From an optimization exercise on the open Yosys and OpenROAD flow, aimed at small area; shortcuts taken in it are not production practice. At most, simulation tests tie the RTL to the original design; equivalence was not proved. The RTL of run 1 was laid out without a check of its function. No activity file was given, so power comes from the tool's default toggle rates.

==> flow/design.v, too long to show whole: its modules and the start of the top module <==
// module vending_machine: 1247 lines
// module g_fa: 6 lines
// module g_ha: 6 lines
// module g_nand2: 5 lines
// module g_nor2: 5 lines
// module g_nor2b: 5 lines
// module g_and2: 5 lines
// module g_or2: 5 lines
// module g_inv: 5 lines
// module g_xor2: 5 lines
// module g_xnor2: 5 lines
// module g_a21oi: 5 lines
// module g_mux2i: 5 lines
// module g_a22oi: 5 lines
// module g_a222oi: 5 lines
// module g_a22o: 5 lines
module vending_machine(pclk,prst,pvalid,pready,paddr,pwdata,prdata,wr_rd,coin,coin_valid,num_of_tea_reqd,num_of_milk_reqd,num_of_coffee_reqd,num_of_tea_served,num_of_coffee_served,num_of_milk_served,machine_ready);
  // ...
==> flow/flow/run.sh <==
#!/bin/bash
# Own layout flow: the standard synthesis, every logic cell set to its smallest
# drive strength (the flow's timing repair sizes up what needs it), port buffers
# of the smallest buffer then the
# standard layout steps.
set -euo pipefail
bash standard.sh synth > synth.log 2>&1
R=orfs/results/$FLOW_PLATFORM/vending_machine/base
openroad -no_init -exit -threads "${NUM_CORES:-4}" \
  -log downsize.log flow/downsize.tcl > downsize.out 2>&1
bash standard.sh "BUFFER_PORTS_ARGS=-buffer_cell sky130_fd_sc_hd__buf_1" \
  "CTS_ARGS=-sink_clustering_enable -repair_clock_nets -dont_use_dummy_load -buf_list {sky130_fd_sc_hd__clkbuf_4 sky130_fd_sc_hd__clkbuf_8} -sink_clustering_size 12 -sink_clustering_max_diameter 60" \
  finish > layout.log 2>&1
==> flow/flow/downsize.tcl <==
# Swap each combinational cell of the synthesized netlist to the smallest-area
# cell of the same family (same name but the drive-strength suffix).
set res orfs/results/$::env(FLOW_PLATFORM)/vending_machine/base
read_db $res/1_synth.odb
set db [ord::get_db]
set lib_masters {}
foreach lib [$db getLibs] {
  foreach m [$lib getMasters] {
    set n [$m getName]
    if {[regexp {^(.*)_([0-9]+)$} $n -> base drive]} {
      dict lappend lib_masters $base $m
    }
  }
}
set dont_use {}
if {[info exists ::env(DONT_USE_CELLS)]} { set dont_use [split $::env(DONT_USE_CELLS)] }
set swapped 0
foreach inst [[[$db getChip] getBlock] getInsts] {
  set m [$inst getMaster]
  set n [$m getName]
  if {![regexp {^(.*)_([0-9]+)$} $n -> base drive]} { continue }
  if {[regexp {df|dl|sdf|edf|conb|tap|fill|decap|clk} $base]} { continue }
  set best $m
  set ba [expr {[$m getWidth] * [$m getHeight]}]
  foreach c [dict get $lib_masters $base] {
    if {[lsearch -exact $dont_use [$c getName]] >= 0} { continue }
    set a [expr {[$c getWidth] * [$c getHeight]}]
    if {$a < $ba} { set best $c; set ba $a }
  }
  if {$best ne $m} {
    $inst swapMaster $best
    incr swapped
  }
}
puts "downsized $swapped instances"
write_db $res/1_synth.odb
==> flow/standard.sh <==
#!/bin/bash
# synth_recipe.tcl (not shown) runs the flow's synth.tcl, then flattens the netlist and writes it again
# the make line also repeats each setting of config.mk as NAME=value (left out here)
make -C /OpenROAD-flow-scripts/flow DESIGN_CONFIG=/design/flow/config.mk WORK_HOME=/design/flow/orfs CLKGATE_MAP_FILE= SYNTH_SCRIPT=/design/flow/synth_recipe.tcl "${@:-finish}"
==> flow/config.mk <==
export PLATFORM = sky130hd
export DESIGN_NAME = vending_machine
export DESIGN_NICKNAME = vending_machine
export VERILOG_FILES = /design/flow/design.v
export SDC_FILE = /design/flow/constraint.sdc
export NUM_CORES = 4
export LEC_CHECK = 0
export CAP_MARGIN = 5
export CORE_MARGIN = 2
export CORE_UTILIZATION = 70
export GPL_TIMING_DRIVEN = 0
export SLEW_MARGIN = 5
export SYNTH_HIERARCHICAL = 1
==> flow/constraint.sdc <==
create_clock -name core_clock -period 12.0 [get_ports {pclk}]
set_input_delay 2.4000 -clock core_clock [delete_from_list [all_inputs] [get_ports {pclk}]]
set_output_delay 2.4000 -clock core_clock [all_outputs]
set_load 0.01 [all_outputs]
==> impl_metrics.py, run 1 <==
metrics = {
    "run_status": {
        "status": "no timing/DRC/antenna violations",
    },
    "placement": {
        "dp.cells": 956,
    },
    "min_path": {
        "whs_endpoint": "credit[25]$_DFF_P_",
        "min_path_type": "flip-flop to flip-flop",
    },
    "cells_and_area": {
        "multi_input_comb_cells": 587,
        "diodes": 0,
        "seq_share_pct": 27.94,
        "drive_gt1_share_pct": 7.509,
        "num-nonclk-inverters": 17,
        "nFlopsAndLatches": 102,
        "instances_no_fill": 971,
    },
    "die": {
        "coreArea_um2": 12520,
    },
    "drt": {
        "viasPerCell": 6.030,
    },
    "sta": {
        "max_freq_mhz": 85.88,
        "fin_skew_ns": 0.02878,
    },
    "power": {
        "intPower_mw": 1.697,
        "p_sw_mw": 1.371,
        "netSwitchingFraction_pct": 44.68,
        "p_comb_share_pct": 78.6,
    },
    "setup_path": {
        "critPathKind": "primary input to flip-flop",
        "crit_start": "num_of_tea_reqd[2]",
        "endpoint": "credit[8]$_DFF_P_",
        "r2r_cells": 34,
    },
    "global_route": {
        "antenna_found_initial": 0,
        "use_met3_pct": 8.355,
    },
    "clock_tree": {
        "cts_post_setup_buffers_inserted": 3,
    },
}
==> run 2: changes to the inputs <==
--- a/flow/design.v
+++ b/flow/design.v
@@ -894,341 +894,347 @@
   wire n1010, n1011;
   g_fa u1012 (.a(n668), .b(n700), .ci(n1008), .s(n1010), .co(n1011));
   wire n1013, n1014;
   g_fa u1015 (.a(n701), .b(n733), .ci(n1011), .s(n1013), .co(n1014));
   wire n1016, n1017;
   g_fa u1018 (.a(n734), .b(n766), .ci(n1014), .s(n1016), .co(n1017));
   wire n1019, n1020;
   g_fa u1021 (.a(n767), .b(n799), .ci(n1017), .s(n1019), .co(n1020));
-  wire n1022, n1023;
-  g_fa u1024 (.a(n800), .b(n832), .ci(n1020), .s(n1022), .co(n1023));
-  wire n1025, n1026;
-  g_fa u1027 (.a(n833), .b(n865), .ci(n1023), .s(n1025), .co(n1026));
+  wire n1022;
+  g_xor2 u1023 (.a(n800), .b(n832), .y(n1022));
+  wire n1024;
+  g_xor2 u1025 (.a(n1022), .b(n1020), .y(n1024));
+  wire n1026;
+  g_mux2i u1027 (.a0(n800), .a1(n1020), .sel(n1022), .y(n1026));
   wire n1028;
-  g_xor2 u1029 (.a(n866), .b(n898), .y(n1028));
+  g_xor2 u1029 (.a(n833), .b(n865), .y(n1028));
   wire n1030;
-  g_xor2 u1031 (.a(n1028), .b(n1026), .y(n1030));
+  g_xnor2 u1031 (.a(n1028), .b(n1026), .y(n1030));
   wire n1032;
-  g_mux2i u1033 (.a0(n866), .a1(n1026), .sel(n1028), .y(n1032));
+  g_nand2 u1033 (.a(n833), .b(n865), .y(n1032));
   wire n1034;
-  g_xor2 u1035 (.a(n928), .b(n1032), .y(n1034));
+  g_nor2 u1035 (.a(n833), .b(n865), .y(n1034));
   wire n1036;
-  g_inv u1037 (.a(n1032), .y(n1036));
+  g_a21oi u1037 (.a1(n1032), .a2(n1026), .b1(n1034), .y(n1036));
   wire n1038;
-  g_nor2 u1039 (.a(n928), .b(n1036), .y(n1038));
+  g_xor2 u1039 (.a(n866), .b(n898), .y(n1038));
   wire n1040;
-  g_xor2 u1041 (.a(n952), .b(n1038), .y(n1040));
+  g_xor2 u1041 (.a(n1038), .b(n1036), .y(n1040));
   wire n1042;
-  g_inv u1043 (.a(n1038), .y(n1042));
+  g_mux2i u1043 (.a0(n866), .a1(n1036), .sel(n1038), .y(n1042));
   wire n1044;
-  g_nor2 u1045 (.a(n952), .b(n1042), .y(n1044));
+  g_xor2 u1045 (.a(n928), .b(n1042), .y(n1044));
   wire n1046;
-  g_xor2 u1047 (.a(n953), .b(n967), .y(n1046));
+  g_nor2b u1047 (.a(n928), .bn(n1042), .y(n1046));
   wire n1048;
-  g_xnor2 u1049 (.a(n1046), .b(n1044), .y(n1048));
+  g_xor2 u1049 (.a(n952), .b(n1046), .y(n1048));
   wire n1050;
-  g_nand2 u1051 (.a(n953), .b(n967), .y(n1050));
+  g_nor2b u1051 (.a(n952), .bn(n1046), .y(n1050));
   wire n1052;
-  g_nor2 u1053 (.a(n953), .b(n967), .y(n1052));
+  g_xor2 u1053 (.a(n953), .b(n967), .y(n1052));
   wire n1054;
-  g_a21oi u1055 (.a1(n1050), .a2(n1044), .b1(n1052), .y(n1054));
+  g_xnor2 u1055 (.a(n1052), .b(n1050), .y(n1054));
   wire n1056;
-  g_xor2 u1057 (.a(n968), .b(n973), .y(n1056));
+  g_nand2 u1057 (.a(n953), .b(n967), .y(n1056));
   wire n1058;
-  g_xor2 u1059 (.a(n1056), .b(n1054), .y(n1058));
+  g_nor2 u1059 (.a(n953), .b(n967), .y(n1058));
   wire n1060;
-  g_mux2i u1061 (.a0(n968), .a1(n1054), .sel(n1056), .y(n1060));
+  g_a21oi u1061 (.a1(n1056), .a2(n1050), .b1(n1058), .y(n1060));
   wire n1062;
-  g_xor2 u1063 (.a(n976), .b(n1060), .y(n1062));
+  g_xor2 u1063 (.a(n968), .b(n973), .y(n1062));
   wire n1064;
-  g_inv u1065 (.a(n1060), .y(n1064));
+  g_xor2 u1065 (.a(n1062), .b(n1060), .y(n1064));
   wire n1066;
-  g_nor2 u1067 (.a(n976), .b(n1064), .y(n1066));
+  g_mux2i u1067 (.a0(n968), .a1(n1060), .sel(n1062), .y(n1066));
   wire n1068;
-  g_xor2 u1069 (.a(c[21]), .b(n977), .y(n1068));
+  g_xor2 u1069 (.a(n976), .b(n1066), .y(n1068));
   wire n1070;
-  g_xnor2 u1071 (.a(n1068), .b(n1066), .y(n1070));
+  g_nor2b u1071 (.a(n976), .bn(n1066), .y(n1070));
   wire n1072;
-  g_nand2 u1073 (.a(c[21]), .b(n977), .y(n1072));
+  g_xor2 u1073 (.a(c[21]), .b(n977), .y(n1072));
   wire n1074;
-  g_nor2 u1075 (.a(c[21]), .b(n977), .y(n1074));
+  g_xnor2 u1075 (.a(n1072), .b(n1070), .y(n1074));
   wire n1076;
-  g_a21oi u1077 (.a1(n1072), .a2(n1066), .b1(n1074), .y(n1076));
-  assign low = {n1076, n1070, n1062, n1058, n1048, n1040, n1034, n1030, n1025, n1022, n1019, n1016, n1013, n1010, n1007, n1004, n1001, n997, n994, n990, n986, n983, n979};
+  g_nand2 u1077 (.a(c[21]), .b(n977), .y(n1076));
   wire n1078;
-  g_a222oi u1079 (.a1(st), .a2(tea_cost[0]), .b1(sc), .b2(coffee_cost[0]), .c1(sm), .c2(milk_cost[0]), .y(n1078));
+  g_nor2 u1079 (.a(c[21]), .b(n977), .y(n1078));
   wire n1080;
-  g_inv u1081 (.a(n1078), .y(n1080));
-  assign rsel[0] = n1080;
+  g_a21oi u1081 (.a1(n1076), .a2(n1070), .b1(n1078), .y(n1080));
+  assign low = {n1080, n1074, n1068, n1064, n1054, n1048, n1044, n1040, n1030, n1024, n1019, n1016, n1013, n1010, n1007, n1004, n1001, n997, n994, n990, n986, n983, n979};
   wire n1082;
-  g_a222oi u1083 (.a1(st), .a2(tea_cost[1]), .b1(sc), .b2(coffee_cost[1]), .c1(sm), .c2(milk_cost[1]), .y(n1082));
+  g_a222oi u1083 (.a1(st), .a2(tea_cost[0]), .b1(sc), .b2(coffee_cost[0]), .c1(sm), .c2(milk_cost[0]), .y(n1082));
   wire n1084;
   g_inv u1085 (.a(n1082), .y(n1084));
-  assign rsel[1] = n1084;
+  assign rsel[0] = n1084;
   wire n1086;
-  g_a222oi u1087 (.a1(st), .a2(tea_cost[2]), .b1(sc), .b2(coffee_cost[2]), .c1(sm), .c2(milk_cost[2]), .y(n1086));
+  g_a222oi u1087 (.a1(st), .a2(tea_cost[1]), .b1(sc), .b2(coffee_cost[1]), .c1(sm), .c2(milk_cost[1]), .y(n1086));
   wire n1088;
   g_inv u1089 (.a(n1086), .y(n1088));
-  assign rsel[2] = n1088;
+  assign rsel[1] = n1088;
   wire n1090;
-  g_a222oi u1091 (.a1(st), .a2(tea_cost[3]), .b1(sc), .b2(coffee_cost[3]), .c1(sm), .c2(milk_cost[3]), .y(n1090));
+  g_a222oi u1091 (.a1(st), .a2(tea_cost[2]), .b1(sc), .b2(coffee_cost[2]), .c1(sm), .c2(milk_cost[2]), .y(n1090));
   wire n1092;
   g_inv u1093 (.a(n1090), .y(n1092));
-  assign rsel[3] = n1092;
+  assign rsel[2] = n1092;
   wire n1094;
-  g_a222oi u1095 (.a1(st), .a2(tea_cost[4]), .b1(sc), .b2(coffee_cost[4]), .c1(sm), .c2(milk_cost[4]), .y(n1094));
+  g_a222oi u1095 (.a1(st), .a2(tea_cost[3]), .b1(sc), .b2(coffee_cost[3]), .c1(sm), .c2(milk_cost[3]), .y(n1094));
   wire n1096;
   g_inv u1097 (.a(n1094), .y(n1096));
-  assign rsel[4] = n1096;
+  assign rsel[3] = n1096;
   wire n1098;
-  g_a222oi u1099 (.a1(st), .a2(tea_cost[5]), .b1(sc), .b2(coffee_cost[5]), .c1(sm), .c2(milk_cost[5]), .y(n1098));
+  g_a222oi u1099 (.a1(st), .a2(tea_cost[4]), .b1(sc), .b2(coffee_cost[4]), .c1(sm), .c2(milk_cost[4]), .y(n1098));
   wire n1100;
   g_inv u1101 (.a(n1098), .y(n1100));
-  assign rsel[5] = n1100;
+  assign rsel[4] = n1100;
   wire n1102;
-  g_a222oi u1103 (.a1(st), .a2(tea_cost[6]), .b1(sc), .b2(coffee_cost[6]), .c1(sm), .c2(milk_cost[6]), .y(n1102));
+  g_a222oi u1103 (.a1(st), .a2(tea_cost[5]), .b1(sc), .b2(coffee_cost[5]), .c1(sm), .c2(milk_cost[5]), .y(n1102));
   wire n1104;
   g_inv u1105 (.a(n1102), .y(n1104));
-  assign rsel[6] = n1104;
+  assign rsel[5] = n1104;
   wire n1106;
-  g_a222oi u1107 (.a1(st), .a2(tea_cost[7]), .b1(sc), .b2(coffee_cost[7]), .c1(sm), .c2(milk_cost[7]), .y(n1106));
+  g_a222oi u1107 (.a1(st), .a2(tea_cost[6]), .b1(sc), .b2(coffee_cost[6]), .c1(sm), .c2(milk_cost[6]), .y(n1106));
   wire n1108;
   g_inv u1109 (.a(n1106), .y(n1108));
-  assign rsel[7] = n1108;
+  assign rsel[6] = n1108;
   wire n1110;
-  g_and2 u1111 (.a(num_of_tea_reqd[0]), .b(sv), .y(n1110));
-  assign served_d[0] = n1110;
+  g_a222oi u1111 (.a1(st), .a2(tea_cost[7]), .b1(sc), .b2(coffee_cost[7]), .c1(sm), .c2(milk_cost[7]), .y(n1110));
   wire n1112;
-  g_and2 u1113 (.a(num_of_tea_reqd[1]), .b(sv), .y(n1112));
-  assign served_d[1] = n1112;
+  g_inv u1113 (.a(n1110), .y(n1112));
+  assign rsel[7] = n1112;
   wire n1114;
-  g_and2 u1115 (.a(num_of_tea_reqd[2]), .b(sv), .y(n1114));
-  assign served_d[2] = n1114;
+  g_and2 u1115 (.a(num_of_tea_reqd[0]), .b(sv), .y(n1114));
+  assign served_d[0] = n1114;
   wire n1116;
-  g_and2 u1117 (.a(num_of_tea_reqd[3]), .b(sv), .y(n1116));
-  assign served_d[3] = n1116;
+  g_and2 u1117 (.a(num_of_tea_reqd[1]), .b(sv), .y(n1116));
+  assign served_d[1] = n1116;
   wire n1118;
-  g_and2 u1119 (.a(num_of_coffee_reqd[0]), .b(sv), .y(n1118));
-  assign served_d[4] = n1118;
+  g_and2 u1119 (.a(num_of_tea_reqd[2]), .b(sv), .y(n1118));
+  assign served_d[2] = n1118;
   wire n1120;
-  g_and2 u1121 (.a(num_of_coffee_reqd[1]), .b(sv), .y(n1120));
-  assign served_d[5] = n1120;
+  g_and2 u1121 (.a(num_of_tea_reqd[3]), .b(sv), .y(n1120));
+  assign served_d[3] = n1120;
   wire n1122;
-  g_and2 u1123 (.a(num_of_coffee_reqd[2]), .b(sv), .y(n1122));
-  assign served_d[6] = n1122;
+  g_and2 u1123 (.a(num_of_coffee_reqd[0]), .b(sv), .y(n1122));
+  assign served_d[4] = n1122;
   wire n1124;
-  g_and2 u1125 (.a(num_of_coffee_reqd[3]), .b(sv), .y(n1124));
-  assign served_d[7] = n1124;
+  g_and2 u1125 (.a(num_of_coffee_reqd[1]), .b(sv), .y(n1124));
+  assign served_d[5] = n1124;
   wire n1126;
-  g_and2 u1127 (.a(num_of_milk_reqd[0]), .b(sv), .y(n1126));
-  assign served_d[8] = n1126;
+  g_and2 u1127 (.a(num_of_coffee_reqd[2]), .b(sv), .y(n1126));
+  assign served_d[6] = n1126;
   wire n1128;
-  g_and2 u1129 (.a(num_of_milk_reqd[1]), .b(sv), .y(n1128));
-  assign served_d[9] = n1128;
+  g_and2 u1129 (.a(num_of_coffee_reqd[3]), .b(sv), .y(n1128));
+  assign served_d[7] = n1128;
   wire n1130;
-  g_and2 u1131 (.a(num_of_milk_reqd[2]), .b(sv), .y(n1130));
-  assign served_d[10] = n1130;
+  g_and2 u1131 (.a(num_of_milk_reqd[0]), .b(sv), .y(n1130));
+  assign served_d[8] = n1130;
   wire n1132;
-  g_and2 u1133 (.a(num_of_milk_reqd[3]), .b(sv), .y(n1132));
-  assign served_d[11] = n1132;
+  g_and2 u1133 (.a(num_of_milk_reqd[1]), .b(sv), .y(n1132));
+  assign served_d[9] = n1132;
   wire n1134;
-  g_a22o u1135 (.a1(tkp), .a2(low[0]), .b1(kpp), .b2(c[0]), .y(n1134));
-  assign credit_d[0] = n1134;
+  g_and2 u1135 (.a(num_of_milk_reqd[2]), .b(sv), .y(n1134));
+  assign served_d[10] = n1134;
   wire n1136;
-  g_a22o u1137 (.a1(tkp), .a2(low[1]), .b1(kpp), .b2(c[1]), .y(n1136));
-  assign credit_d[1] = n1136;
+  g_and2 u1137 (.a(num_of_milk_reqd[3]), .b(sv), .y(n1136));
+  assign served_d[11] = n1136;
   wire n1138;
-  g_a22o u1139 (.a1(tkp), .a2(low[2]), .b1(kpp), .b2(c[2]), .y(n1138));
-  assign credit_d[2] = n1138;
+  g_a22o u1139 (.a1(tkp), .a2(low[0]), .b1(kpp), .b2(c[0]), .y(n1138));
+  assign credit_d[0] = n1138;
   wire n1140;
-  g_a22o u1141 (.a1(tkp), .a2(low[3]), .b1(kpp), .b2(c[3]), .y(n1140));
-  assign credit_d[3] = n1140;
+  g_a22o u1141 (.a1(tkp), .a2(low[1]), .b1(kpp), .b2(c[1]), .y(n1140));
+  assign credit_d[1] = n1140;
   wire n1142;
-  g_a22o u1143 (.a1(tkp), .a2(low[4]), .b1(kpp), .b2(c[4]), .y(n1142));
-  assign credit_d[4] = n1142;
+  g_a22o u1143 (.a1(tkp), .a2(low[2]), .b1(kpp), .b2(c[2]), .y(n1142));
+  assign credit_d[2] = n1142;
   wire n1144;
-  g_a22o u1145 (.a1(tkp), .a2(low[5]), .b1(kpp), .b2(c[5]), .y(n1144));
-  assign credit_d[5] = n1144;
+  g_a22o u1145 (.a1(tkp), .a2(low[3]), .b1(kpp), .b2(c[3]), .y(n1144));
+  assign credit_d[3] = n1144;
   wire n1146;
-  g_a22o u1147 (.a1(tkp), .a2(low[6]), .b1(kpp), .b2(c[6]), .y(n1146));
-  assign credit_d[6] = n1146;
+  g_a22o u1147 (.a1(tkp), .a2(low[4]), .b1(kpp), .b2(c[4]), .y(n1146));
+  assign credit_d[4] = n1146;
   wire n1148;
-  g_a22o u1149 (.a1(tkp), .a2(low[7]), .b1(kpp), .b2(c[7]), .y(n1148));
-  assign credit_d[7] = n1148;
+  g_a22o u1149 (.a1(tkp), .a2(low[5]), .b1(kpp), .b2(c[5]), .y(n1148));
+  assign credit_d[5] = n1148;
   wire n1150;
-  g_a22o u1151 (.a1(tkp), .a2(low[8]), .b1(kpp), .b2(c[8]), .y(n1150));
-  assign credit_d[8] = n1150;
+  g_a22o u1151 (.a1(tkp), .a2(low[6]), .b1(kpp), .b2(c[6]), .y(n1150));
+  assign credit_d[6] = n1150;
   wire n1152;
-  g_a22o u1153 (.a1(tkp), .a2(low[9]), .b1(kpp), .b2(c[9]), .y(n1152));
-  assign credit_d[9] = n1152;
+  g_a22o u1153 (.a1(tkp), .a2(low[7]), .b1(kpp), .b2(c[7]), .y(n1152));
+  assign credit_d[7] = n1152;
   wire n1154;
-  g_a22o u1155 (.a1(tkp), .a2(low[10]), .b1(kpp), .b2(c[10]), .y(n1154));
-  assign credit_d[10] = n1154;
+  g_a22o u1155 (.a1(tkp), .a2(low[8]), .b1(kpp), .b2(c[8]), .y(n1154));
+  assign credit_d[8] = n1154;
   wire n1156;
-  g_a22o u1157 (.a1(tkp), .a2(low[11]), .b1(kpp), .b2(c[11]), .y(n1156));
-  assign credit_d[11] = n1156;
+  g_a22o u1157 (.a1(tkp), .a2(low[9]), .b1(kpp), .b2(c[9]), .y(n1156));
+  assign credit_d[9] = n1156;
   wire n1158;
-  g_a22o u1159 (.a1(tkp), .a2(low[12]), .b1(kpp), .b2(c[12]), .y(n1158));
-  assign credit_d[12] = n1158;
+  g_a22o u1159 (.a1(tkp), .a2(low[10]), .b1(kpp), .b2(c[10]), .y(n1158));
+  assign credit_d[10] = n1158;
   wire n1160;
-  g_a22o u1161 (.a1(tkp), .a2(low[13]), .b1(kpp), .b2(c[13]), .y(n1160));
-  assign credit_d[13] = n1160;
+  g_a22o u1161 (.a1(tkp), .a2(low[11]), .b1(kpp), .b2(c[11]), .y(n1160));
+  assign credit_d[11] = n1160;
   wire n1162;
-  g_a22o u1163 (.a1(tkp), .a2(low[14]), .b1(kpp), .b2(c[14]), .y(n1162));
-  assign credit_d[14] = n1162;
+  g_a22o u1163 (.a1(tkp), .a2(low[12]), .b1(kpp), .b2(c[12]), .y(n1162));
+  assign credit_d[12] = n1162;
   wire n1164;
-  g_a22o u1165 (.a1(tkp), .a2(low[15]), .b1(kpp), .b2(c[15]), .y(n1164));
-  assign credit_d[15] = n1164;
+  g_a22o u1165 (.a1(tkp), .a2(low[13]), .b1(kpp), .b2(c[13]), .y(n1164));
+  assign credit_d[13] = n1164;
   wire n1166;
-  g_a22o u1167 (.a1(tkp), .a2(low[16]), .b1(kpp), .b2(c[16]), .y(n1166));
-  assign credit_d[16] = n1166;
+  g_a22o u1167 (.a1(tkp), .a2(low[14]), .b1(kpp), .b2(c[14]), .y(n1166));
+  assign credit_d[14] = n1166;
   wire n1168;
-  g_a22o u1169 (.a1(tkp), .a2(low[17]), .b1(kpp), .b2(c[17]), .y(n1168));
-  assign credit_d[17] = n1168;
+  g_a22o u1169 (.a1(tkp), .a2(low[15]), .b1(kpp), .b2(c[15]), .y(n1168));
+  assign credit_d[15] = n1168;
   wire n1170;
-  g_a22o u1171 (.a1(tkp), .a2(low[18]), .b1(kpp), .b2(c[18]), .y(n1170));
-  assign credit_d[18] = n1170;
+  g_a22o u1171 (.a1(tkp), .a2(low[16]), .b1(kpp), .b2(c[16]), .y(n1170));
+  assign credit_d[16] = n1170;
   wire n1172;
-  g_a22o u1173 (.a1(tkp), .a2(low[19]), .b1(kpp), .b2(c[19]), .y(n1172));
-  assign credit_d[19] = n1172;
+  g_a22o u1173 (.a1(tkp), .a2(low[17]), .b1(kpp), .b2(c[17]), .y(n1172));
+  assign credit_d[17] = n1172;
   wire n1174;
-  g_a22o u1175 (.a1(tkp), .a2(low[20]), .b1(kpp), .b2(c[20]), .y(n1174));
-  assign credit_d[20] = n1174;
+  g_a22o u1175 (.a1(tkp), .a2(low[18]), .b1(kpp), .b2(c[18]), .y(n1174));
+  assign credit_d[18] = n1174;
   wire n1176;
-  g_a22o u1177 (.a1(tkp), .a2(low[21]), .b1(kpp), .b2(c[21]), .y(n1176));
-  assign credit_d[21] = n1176;
+  g_a22o u1177 (.a1(tkp), .a2(low[19]), .b1(kpp), .b2(c[19]), .y(n1176));
+  assign credit_d[19] = n1176;
+  wire n1178;
+  g_a22o u1179 (.a1(tkp), .a2(low[20]), .b1(kpp), .b2(c[20]), .y(n1178));
+  assign credit_d[20] = n1178;
+  wire n1180;
+  g_a22o u1181 (.a1(tkp), .a2(low[21]), .b1(kpp), .b2(c[21]), .y(n1180));
+  assign credit_d[21] = n1180;
   assign O[22] = 1'b1;
   assign Z[22] = 1'b1;
   assign O[23] = credit[22];
   assign Z[23] = ~credit[22];
-  wire n1178;
-  g_and2 u1179 (.a(O[23]), .b(credit[23]), .y(n1178));
-  assign O[24] = n1178;
-  wire n1180;
-  g_nor2b u1181 (.a(credit[23]), .bn(Z[23]), .y(n1180));
-  assign Z[24] = n1180;
   wire n1182;
-  g_and2 u1183 (.a(O[24]), .b(credit[24]), .y(n1182));
-  assign O[25] = n1182;
+  g_and2 u1183 (.a(O[23]), .b(credit[23]), .y(n1182));
+  assign O[24] = n1182;
   wire n1184;
-  g_nor2b u1185 (.a(credit[24]), .bn(Z[24]), .y(n1184));
-  assign Z[25] = n1184;
+  g_nor2b u1185 (.a(credit[23]), .bn(Z[23]), .y(n1184));
+  assign Z[24] = n1184;
   wire n1186;
-  g_and2 u1187 (.a(O[25]), .b(credit[25]), .y(n1186));
-  assign O[26] = n1186;
+  g_and2 u1187 (.a(O[24]), .b(credit[24]), .y(n1186));
+  assign O[25] = n1186;
   wire n1188;
-  g_nor2b u1189 (.a(credit[25]), .bn(Z[25]), .y(n1188));
-  assign Z[26] = n1188;
+  g_nor2b u1189 (.a(credit[24]), .bn(Z[24]), .y(n1188));
+  assign Z[25] = n1188;
   wire n1190;
-  g_and2 u1191 (.a(O[26]), .b(credit[26]), .y(n1190));
-  assign O[27] = n1190;
+  g_and2 u1191 (.a(O[25]), .b(credit[25]), .y(n1190));
+  assign O[26] = n1190;
   wire n1192;
-  g_nor2b u1193 (.a(credit[26]), .bn(Z[26]), .y(n1192));
-  assign Z[27] = n1192;
+  g_nor2b u1193 (.a(credit[25]), .bn(Z[25]), .y(n1192));
+  assign Z[26] = n1192;
   wire n1194;
-  g_and2 u1195 (.a(O[27]), .b(credit[27]), .y(n1194));
-  assign O[28] = n1194;
+  g_and2 u1195 (.a(O[26]), .b(credit[26]), .y(n1194));
+  assign O[27] = n1194;
   wire n1196;
-  g_nor2b u1197 (.a(credit[27]), .bn(Z[27]), .y(n1196));
-  assign Z[28] = n1196;
+  g_nor2b u1197 (.a(credit[26]), .bn(Z[26]), .y(n1196));
+  assign Z[27] = n1196;
   wire n1198;
-  g_and2 u1199 (.a(O[28]), .b(credit[28]), .y(n1198));
-  assign O[29] = n1198;
+  g_and2 u1199 (.a(O[27]), .b(credit[27]), .y(n1198));
+  assign O[28] = n1198;
   wire n1200;
-  g_nor2b u1201 (.a(credit[28]), .bn(Z[28]), .y(n1200));
-  assign Z[29] = n1200;
+  g_nor2b u1201 (.a(credit[27]), .bn(Z[27]), .y(n1200));
+  assign Z[28] = n1200;
   wire n1202;
-  g_and2 u1203 (.a(O[29]), .b(credit[29]), .y(n1202));
-  assign O[30] = n1202;
+  g_and2 u1203 (.a(O[28]), .b(credit[28]), .y(n1202));
+  assign O[29] = n1202;
   wire n1204;
-  g_nor2b u1205 (.a(credit[29]), .bn(Z[29]), .y(n1204));
-  assign Z[30] = n1204;
+  g_nor2b u1205 (.a(credit[28]), .bn(Z[28]), .y(n1204));
+  assign Z[29] = n1204;
   wire n1206;
-  g_and2 u1207 (.a(O[30]), .b(credit[30]), .y(n1206));
-  assign O[31] = n1206;
+  g_and2 u1207 (.a(O[29]), .b(credit[29]), .y(n1206));
+  assign O[30] = n1206;
   wire n1208;
-  g_nor2b u1209 (.a(credit[30]), .bn(Z[30]), .y(n1208));
-  assign Z[31] = n1208;
+  g_nor2b u1209 (.a(credit[29]), .bn(Z[29]), .y(n1208));
+  assign Z[30] = n1208;
   wire n1210;
-  g_and2 u1211 (.a(O[31]), .b(credit[31]), .y(n1210));
-  assign O[32] = n1210;
+  g_and2 u1211 (.a(O[30]), .b(credit[30]), .y(n1210));
+  assign O[31] = n1210;
   wire n1212;
-  g_nor2b u1213 (.a(credit[31]), .bn(Z[31]), .y(n1212));
-  assign Z[32] = n1212;
+  g_nor2b u1213 (.a(credit[30]), .bn(Z[30]), .y(n1212));
+  assign Z[31] = n1212;
   wire n1214;
-  g_nor2 u1215 (.a(up), .b(dn), .y(n1214));
+  g_and2 u1215 (.a(O[31]), .b(credit[31]), .y(n1214));
+  assign O[32] = n1214;
   wire n1216;
-  g_xor2 u1217 (.a(credit[22]), .b(n1214), .y(n1216));
+  g_nor2b u1217 (.a(credit[31]), .bn(Z[31]), .y(n1216));
+  assign Z[32] = n1216;
   wire n1218;
-  g_nor2 u1219 (.a(prst), .b(n1216), .y(n1218));
-  assign credit_d[22] = n1218;
+  g_nor2 u1219 (.a(up), .b(dn), .y(n1218));
   wire n1220;
-  g_a22oi u1221 (.a1(up), .a2(O[23]), .b1(dn), .b2(Z[23]), .y(n1220));
+  g_xor2 u1221 (.a(credit[22]), .b(n1218), .y(n1220));
   wire n1222;
-  g_xor2 u1223 (.a(credit[23]), .b(n1220), .y(n1222));
+  g_nor2 u1223 (.a(prst), .b(n1220), .y(n1222));
+  assign credit_d[22] = n1222;
   wire n1224;
-  g_nor2 u1225 (.a(prst), .b(n1222), .y(n1224));
-  assign credit_d[23] = n1224;
+  g_a22oi u1225 (.a1(up), .a2(O[23]), .b1(dn), .b2(Z[23]), .y(n1224));
   wire n1226;
-  g_a22oi u1227 (.a1(up), .a2(O[24]), .b1(dn), .b2(Z[24]), .y(n1226));
+  g_xor2 u1227 (.a(credit[23]), .b(n1224), .y(n1226));
   wire n1228;
-  g_xor2 u1229 (.a(credit[24]), .b(n1226), .y(n1228));
+  g_nor2 u1229 (.a(prst), .b(n1226), .y(n1228));
+  assign credit_d[23] = n1228;
   wire n1230;
-  g_nor2 u1231 (.a(prst), .b(n1228), .y(n1230));
-  assign credit_d[24] = n1230;
+  g_a22oi u1231 (.a1(up), .a2(O[24]), .b1(dn), .b2(Z[24]), .y(n1230));
   wire n1232;
-  g_a22oi u1233 (.a1(up), .a2(O[25]), .b1(dn), .b2(Z[25]), .y(n1232));
+  g_xor2 u1233 (.a(credit[24]), .b(n1230), .y(n1232));
   wire n1234;
-  g_xor2 u1235 (.a(credit[25]), .b(n1232), .y(n1234));
+  g_nor2 u1235 (.a(prst), .b(n1232), .y(n1234));
+  assign credit_d[24] = n1234;
   wire n1236;
-  g_nor2 u1237 (.a(prst), .b(n1234), .y(n1236));
-  assign credit_d[25] = n1236;
+  g_a22oi u1237 (.a1(up), .a2(O[25]), .b1(dn), .b2(Z[25]), .y(n1236));
   wire n1238;
-  g_a22oi u1239 (.a1(up), .a2(O[26]), .b1(dn), .b2(Z[26]), .y(n1238));
+  g_xor2 u1239 (.a(credit[25]), .b(n1236), .y(n1238));
   wire n1240;
-  g_xor2 u1241 (.a(credit[26]), .b(n1238), .y(n1240));
+  g_nor2 u1241 (.a(prst), .b(n1238), .y(n1240));
+  assign credit_d[25] = n1240;
   wire n1242;
-  g_nor2 u1243 (.a(prst), .b(n1240), .y(n1242));
-  assign credit_d[26] = n1242;
+  g_a22oi u1243 (.a1(up), .a2(O[26]), .b1(dn), .b2(Z[26]), .y(n1242));
   wire n1244;
-  g_a22oi u1245 (.a1(up), .a2(O[27]), .b1(dn), .b2(Z[27]), .y(n1244));
+  g_xor2 u1245 (.a(credit[26]), .b(n1242), .y(n1244));
   wire n1246;
-  g_xor2 u1247 (.a(credit[27]), .b(n1244), .y(n1246));
+  g_nor2 u1247 (.a(prst), .b(n1244), .y(n1246));
+  assign credit_d[26] = n1246;
   wire n1248;
-  g_nor2 u1249 (.a(prst), .b(n1246), .y(n1248));
-  assign credit_d[27] = n1248;
+  g_a22oi u1249 (.a1(up), .a2(O[27]), .b1(dn), .b2(Z[27]), .y(n1248));
   wire n1250;
-  g_a22oi u1251 (.a1(up), .a2(O[28]), .b1(dn), .b2(Z[28]), .y(n1250));
+  g_xor2 u1251 (.a(credit[27]), .b(n1248), .y(n1250));
   wire n1252;
-  g_xor2 u1253 (.a(credit[28]), .b(n1250), .y(n1252));
+  g_nor2 u1253 (.a(prst), .b(n1250), .y(n1252));
+  assign credit_d[27] = n1252;
   wire n1254;
-  g_nor2 u1255 (.a(prst), .b(n1252), .y(n1254));
-  assign credit_d[28] = n1254;
+  g_a22oi u1255 (.a1(up), .a2(O[28]), .b1(dn), .b2(Z[28]), .y(n1254));
   wire n1256;
-  g_a22oi u1257 (.a1(up), .a2(O[29]), .b1(dn), .b2(Z[29]), .y(n1256));
+  g_xor2 u1257 (.a(credit[28]), .b(n1254), .y(n1256));
   wire n1258;
-  g_xor2 u1259 (.a(credit[29]), .b(n1256), .y(n1258));
+  g_nor2 u1259 (.a(prst), .b(n1256), .y(n1258));
+  assign credit_d[28] = n1258;
   wire n1260;
-  g_nor2 u1261 (.a(prst), .b(n1258), .y(n1260));
-  assign credit_d[29] = n1260;
+  g_a22oi u1261 (.a1(up), .a2(O[29]), .b1(dn), .b2(Z[29]), .y(n1260));
   wire n1262;
-  g_a22oi u1263 (.a1(up), .a2(O[30]), .b1(dn), .b2(Z[30]), .y(n1262));
+  g_xor2 u1263 (.a(credit[29]), .b(n1260), .y(n1262));
   wire n1264;
-  g_xor2 u1265 (.a(credit[30]), .b(n1262), .y(n1264));
+  g_nor2 u1265 (.a(prst), .b(n1262), .y(n1264));
+  assign credit_d[29] = n1264;
   wire n1266;
-  g_nor2 u1267 (.a(prst), .b(n1264), .y(n1266));
-  assign credit_d[30] = n1266;
+  g_a22oi u1267 (.a1(up), .a2(O[30]), .b1(dn), .b2(Z[30]), .y(n1266));
   wire n1268;
-  g_a22oi u1269 (.a1(up), .a2(O[31]), .b1(dn), .b2(Z[31]), .y(n1268));
+  g_xor2 u1269 (.a(credit[30]), .b(n1266), .y(n1268));
   wire n1270;
-  g_xor2 u1271 (.a(credit[31]), .b(n1268), .y(n1270));
+  g_nor2 u1271 (.a(prst), .b(n1268), .y(n1270));
+  assign credit_d[30] = n1270;
   wire n1272;
-  g_nor2 u1273 (.a(prst), .b(n1270), .y(n1272));
-  assign credit_d[31] = n1272;
+  g_a22oi u1273 (.a1(up), .a2(O[31]), .b1(dn), .b2(Z[31]), .y(n1272));
+  wire n1274;
+  g_xor2 u1275 (.a(credit[31]), .b(n1272), .y(n1274));
+  wire n1276;
+  g_nor2 u1277 (.a(prst), .b(n1274), .y(n1276));
+  assign credit_d[31] = n1276;
 wire c31 = credit[31] ^ (cc22 & O[31]);
 wire chi_zero = cc22 ? O[32] : Z[32];
 wire ok = coin_valid & ~c31;
 wire serve = ~c31 & (low[22] | ~chi_zero);
 wire take = ok & (low[22] | ~chi_zero);
 wire bw = ok & ~chi_zero & ~low[22];
 assign up = cc22 & ~bw;
 assign dn = bw & ~cc22;
==> flow/config.mk (replaced) <==
export PLATFORM = sky130hd
export DESIGN_NAME = vending_machine
export DESIGN_NICKNAME = vending_machine
export VERILOG_FILES = /design/flow/design.v
export SDC_FILE = /design/flow/constraint.sdc
export NUM_CORES = 4
export LEC_CHECK = 0
export CAP_MARGIN = 5
export CORE_MARGIN = 2
export CORE_UTILIZATION = 80
export GPL_TIMING_DRIVEN = 0
export SLEW_MARGIN = 5
export SYNTH_HIERARCHICAL = 1
==> impl_metrics.py, run 2 <==
metrics = {
    "setup_path": {
        "arrival_ns": 12.03,
        "cp_slowest_stage_delay_ns": 0.53,
        "critPathKind": "primary input to flip-flop",
        "cp_common_cell": "fa_1",
        "crit_fanout": 17,
        "cp_data_required_time_ns": 12.25,
        "end_kind": "flip-flop",
        "critPathSlowestCell": "fa_1",
        "startpoint_type": "primary input",
    },
    "min_path": {
        "min_path_type": "flip-flop to flip-flop",
    },
    "die": {
        "die_h_um": 109.4,
        "dieArea_um2": 11970,
        "io-pin-count": 74,
        "fp.dieW_um": 109.4,
        "start_util_pct": 82.02,
        "coreArea_um2": 10840,
        "core.rowCount": 38,
    },
    "cells_and_area": {
        "instances_no_fill": 937,
        "regMostFlops": "credit",
        "diodes": 0,
        "final_cell_mix": "nand2_1, fa_1, edfxtp_1",
        "drive_gt1_share_pct": 4.768,
        "nets": 1058,
        "largest_reg_flops": 32,
        "final_common_cell": "nand2_1",
        "utilization_pct": 88.63,
        "areaGrowthSynthToFinish_pct": 8.064,
    },
    "global_route": {
        "grt_max_degree": 23,
        "track_usage_pct": 41.44,
        "antenna_found_initial": 0,
        "grt_pass1_vias": 7075,
        "grt.overflow.total": 0,
        "grt_pass1_wl_um": 35100,
    },
    "drt": {
        "ant_nets": 0,
        "first_pass_iters": 6,
        "routedWlPerCell_um": 25.21,
        "viasPerCell": 6.838,
        "finalWirelength_um": 23620,
        "drc": 0,
        "num_vias": 6407,
        "drtIter0Drc": 760,
    },
    "power": {
        "power_frac_seq_pct": 15.1,
        "ir_drop_mv": 0.6477,
        "cellPowerDensity_nw_per_um2": 331.1,
        "netSwitchingFraction_pct": 45.78,
        "p_comb_share_pct": 79.2,
        "intPower_mw": 1.725,
        "leakagePower_nw": 3.483,
        "p_clk_share_pct": 5.7,
        "p_sw_mw": 1.456,
    },
    "placement": {
        "gp_congestion": 0.8795,
        "dp_hpwl_um": 17170,
        "port-buffer-count": 73,
        "dp.cells": 926,
    },
    "clock_tree": {
        "cts.clk_slew.worst_paths_ns": 0.09,
        "clk_latency_ns": 0.39,
        "clockBufferDepth": 2,
        "cts_tree": "yes",
        "cts.sinks": 102,
        "root_buffer": "clkbuf_8",
        "cts_buffers": 9,
        "h-tree-depth": 3,
    },
    "sta": {
        "hold-worst-slack_ns": 0.5611,
        "max_slew_margin_pct": 9.039,
        "fin_skew_ns": 0.02817,
        "hold_viol": 0,
        "drv_slew": 0,
        "fin_crit_ns": 11.78,
        "setup_viol": 0,
        "max_freq_mhz": 84.88,
        "tightest_slew_ns": 1.361,
        "fin_crit_sh_pct": 98.17,
    },
    "yosys": {
        "synth.yosys.warnings": 7,
        "netlist_area_um2": 8891,
        "syn-num-nets": 969,
        "synth_cells": 710,
        "avgSynthCellArea_um2": 12.52,
    },
    "run": {
        "maxCapViolations": 0,
    },
    "run_status": {
        "status": "no timing/DRC/antenna violations",
    },
}
==> run 2: path summary, 6_finish.rpt <==
check	startpoint	endpoint	slack (ns)	cells after the start
min	credit[25]$_DFF_P_	credit[25]$_DFF_P_	0.56	2
max	num_of_coffee_reqd[1]	credit[26]$_DFF_P_	0.22	32
max reg2reg	coffee_cost[1]$_DFFE_PP_	credit[26]$_DFF_P_	2.00	31
min reg2reg	credit[25]$_DFF_P_	credit[25]$_DFF_P_	0.56	2
==> run 2: metrics by stage <==
| step | power, mW | instance area, um^2 | setup TNS (ns) | setup slack (ns) |
|---|---|---|---|---|
| after floorplan | 2.323 | 8891 | 0 | 0.4281 |
| after global placement | 2.632 | 9340 | -55.09 | -1.774 |
| after detailed placement | 2.881 | 9384 | -48.41 | -1.333 |
| after CTS | 3.070 | 9567 | 0 | 0.008654 |
| after global routing | 3.481 | 9608 | -0.7975 | -0.09168 |
| final | 3.182 | 9608 | 0 | 0.2191 |
==> run 2: area by class of cell <==
cell class,instances,area [um^2]
buffer,2,7.507
inverter,14,52.55
sequential,102,2733
fill,477,1232
tap,140,175.2
multi-input combinational,592,6166
clock buffer,9,123.9
timing repair buffer,78,350.3
==> run 2: power by group through the flow <==
stage / Combinational, mW / Clock (mW) / Sequential, mW
2_1_floorplan: 1.84 / 0 / 0.485
3_3_place_gp: 2.15 / 0 / 0.484
3_5_place_dp: 2.40 / 0 / 0.486
4_1_cts: 2.41 / 0.180 / 0.478
5_1_grt: 2.81 / 0.190 / 0.485
6_report: 2.52 / 0.181 / 0.480
==> run 2: layer usage <==
| metal | wire (um) | up-vias | GRT usage (%) |
|---|---|---|---|
| met5 | 0 | - | 0 |
| met4 | 1582 | 0 | 23.60 |
| met3 | 3227 | 162 | 13.34 |
| met2 | 11410 | 571 | 65.52 |
| met1 | 7399 | 3146 | 50.96 |
| li1 | - | 2528 | - |
==> run 2: what timing repair did <==
action	CTS	global route
setup endpoints to repair	44	44
buffers inserted	0	2
gates resized for setup	59	9
hold buffers	0	0
==> run 2: worst max-delay path: cells and delay by family <==
family / cells / cell delay (ns)
adders and majority gates: 13 / 5.67
and+or+nand+nor: 9 / 1.96
muxes: 3 / 0.69
AOI/OAI and AO/OA: 4 / 0.56
buffers and inverters: 2 / 0.54
xor gates and xnor gates: 1 / 0.19
==> run 3: changes to the inputs <==
--- a/flow/config.mk
+++ b/flow/config.mk
@@ -9,3 +9,3 @@
 export CORE_MARGIN = 2
-export CORE_UTILIZATION = 80
+export CORE_UTILIZATION = 70
 export GPL_TIMING_DRIVEN = 0
==> impl_metrics.py, run 3 <==
metrics = {
    "run_status": {
        "status": "no timing/DRC/antenna violations",
    },
    "yosys": {
        "synth.yosys.warnings": 7,
        "avgSynthCellArea_um2": 12.52,
        "syn-num-nets": 969,
        "synth_cells": 710,
        "netlist_area_um2": 8891,
    },
    "sta": {
        "hold_viol": 0,
        "fin_crit_ns": 11.60,
        "rsz0062_at_grt": "false",
        "tightest_slew_ns": 1.138,
        "setup_viol": 0,
        "max_slew_margin_pct": 23.99,
        "fin_skew_ns": 0.04135,
        "hold-worst-slack_ns": 0.5604,
        "fin_crit_sh_pct": 96.69,
        "max_freq_mhz": 86.19,
        "drv_slew": 0,
    },
    "global_route": {
        "grt_max_degree": 23,
        "antenna_found_initial": 0,
        "grt_pass1_vias": 6273,
        "grt_pass1_wl_um": 32170,
        "track_usage_pct": 32.66,
        "grt.overflow.total": 0,
    },
    "drt": {
        "drtIter0Drc": 430,
        "finalWirelength_um": 20670,
        "routedWlPerCell_um": 21.35,
        "num_vias": 5915,
        "first_pass_iters": 5,
        "viasPerCell": 6.111,
        "ant_nets": 0,
        "drc": 0,
    },
    "placement": {
        "port-buffer-count": 73,
        "dpl_cell_area_um2": 9429,
        "dp_hpwl_um": 15670,
        "gp_congestion": 0.8838,
    },
    "die": {
        "dieArea_um2": 13620,
        "start_util_pct": 71.03,
        "coreArea_um2": 12520,
        "io-pin-count": 74,
        "core.rowCount": 41,
        "fp.dieW_um": 116.7,
        "die_h_um": 116.7,
    },
    "power": {
        "leakagePower_nw": 3.483,
        "ir_drop_mv": 0.6089,
        "cellPowerDensity_nw_per_um2": 321.7,
    },
    "cells_and_area": {
        "multiInputGateArea_um2": 6180,
        "register_area_um2": 2733,
        "largest_reg_flops": 32,
        "regMostFlops": "credit",
        "fin_area_um2": 9657,
        "fillers": 836,
        "drive_gt1_share_pct": 4.523,
        "final_common_cell": "nand2_1",
        "final_cell_mix": "nand2_1, fa_1, edfxtp_1",
        "nets": 1057,
        "areaGrowthSynthToFinish_pct": 8.612,
        "diodes": 0,
    },
    "setup_path": {
        "startpoint_type": "primary input",
        "cp_slowest_stage_delay_ns": 0.54,
        "critPathSlowestCell": "fa_1",
        "critPathKind": "primary input to flip-flop",
        "crit_buf_inv": 1,
        "arrival_ns": 11.85,
        "critPathTopFamily": "adder cells",
        "cp_common_cell": "fa_1",
        "end_kind": "flip-flop",
        "cp_data_required_time_ns": 12.25,
        "crit_fanout": 17,
    },
    "clock_tree": {
        "h-tree-depth": 3,
        "cts_buffers": 9,
        "root_buffer": "clkbuf_8",
        "cts.clk_slew.worst_paths_ns": 0.09,
        "cts_tree": "yes",
        "clk_latency_ns": 0.40,
        "clockBufferDepth": 2,
        "cts.sinks": 102,
    },
    "min_path": {
        "min_path_type": "flip-flop to flip-flop",
    },
    "run": {
        "maxCapViolations": 0,
    },
}
run 3: through the flow:
step           instances  setup WS [ns]  util, %  power [mW]  TNS, ns
2_1_floorplan        710         0.4281        -       2.323        0
3_3_place_gp         955         -2.319    74.94       2.651   -67.08
3_5_place_dp         957         -1.293    75.33       2.801   -45.45
4_1_cts              966       0.003578    76.86       2.992        0
5_1_grt              968        0.02733    77.15       3.438        0
6_report             968         0.3976    77.15       3.106        0
run 3: area by class of cell:
type / count / area share, %
multi-input cells: 593 / 63.99
clock buffers: 9 / 1.283
plain buffers: 2 / 0.07774
well taps: 172 / 2.229
flip-flops and latches: 102 / 28.30
repair buffers: 76 / 3.576
inverters: 14 / 0.5442
run 3: final timing paths:
| path | end | slack (ns) | depth (start not counted) | start |
|---|---|---|---|---|
| hold / removal | credit[23]$_DFF_P_ | 0.56 | 2 | credit[23]$_DFF_P_ |
| setup / recovery | credit[25]$_DFF_P_ | 0.40 | 31 | num_of_coffee_reqd[0] |
| hold reg to reg | credit[23]$_DFF_P_ | 0.56 | 2 | credit[23]$_DFF_P_ |
| setup reg to reg | credit[25]$_DFF_P_ | 2.20 | 30 | tea_cost[0]$_DFFE_PP_ |
run 3: worst register-to-register path: cells and delay by family, from the launching register on:
family	cells	cell delay, ns
AO/OA/AOI/OAI	4	0.61
XOR/XNOR	1	0.22
adder cells (fa/ha/maj)	13	5.62
flip-flops	1	0.48
multiplexers	3	0.68
AND/OR/NAND/NOR	9	2.01
run 3: what timing repair did:
| item | 4_1_cts | 5_1_grt |
|---|---|---|
| gates cloned | 0 | 1 |
| setup endpoints to repair | 44 | 44 |
| hold buffers | 0 | 0 |
| pin swaps | 0 | 2 |
| gates resized for setup | 41 | 31 |
| setup buffers | 0 | 1 |
run 3: layer usage:
metal,up-vias,global-route usage (%),routed length [um]
li1,2526,-,-
met1,3023,44.95,7939
met2,318,50.98,9890
met3,48,8.978,2216
met4,0,12.00,623
met5,-,0,0
run 3: where the power goes:
part	switching (mW)	internal, mW	total (mW)	leakage, nW
sequential	0.0339	0.445	0.479	0.960
combinational	1.25	1.20	2.45	2.46
clock	0.110	0.0676	0.178	0.0647

## afterwards: timing with drivers on the ports
No port has a modelled driver above. Below, the same layouts with a new extraction and two added sets of constraints.
Step 1 sets driving cells, clkbuf_16 on the clock port and buf_2 on the other inputs (assumed; they add their load-dependent delay and slew).
Step 2 also shifts input and output timing later by t, the mid clock arrival at the registers, as if the neighbouring blocks saw the same clock.
Three values: ideal, step 1, step 2; two values: the first two.
run | t (ns) | setup WS [ns] | worst setup path at the end | latest minus earliest clock arrival (ns)
run 1 | 0.410 | 0.355 / 0.356 / -0.054 | input to register | 0.029 / 0.029
run 2 | 0.417 | 0.219 / 0.226 / -0.191 | input to register | 0.028 / 0.028
run 3 | 0.416 | 0.398 / 0.407 / -0.010 | input to register | 0.041 / 0.041
Met with ideal ports but missed after step 2: setup timing in every run listed. For run 2, which loses most, drivers alone change the setup slack by +0.007 ns; drivers and shift together by -0.410 ns.
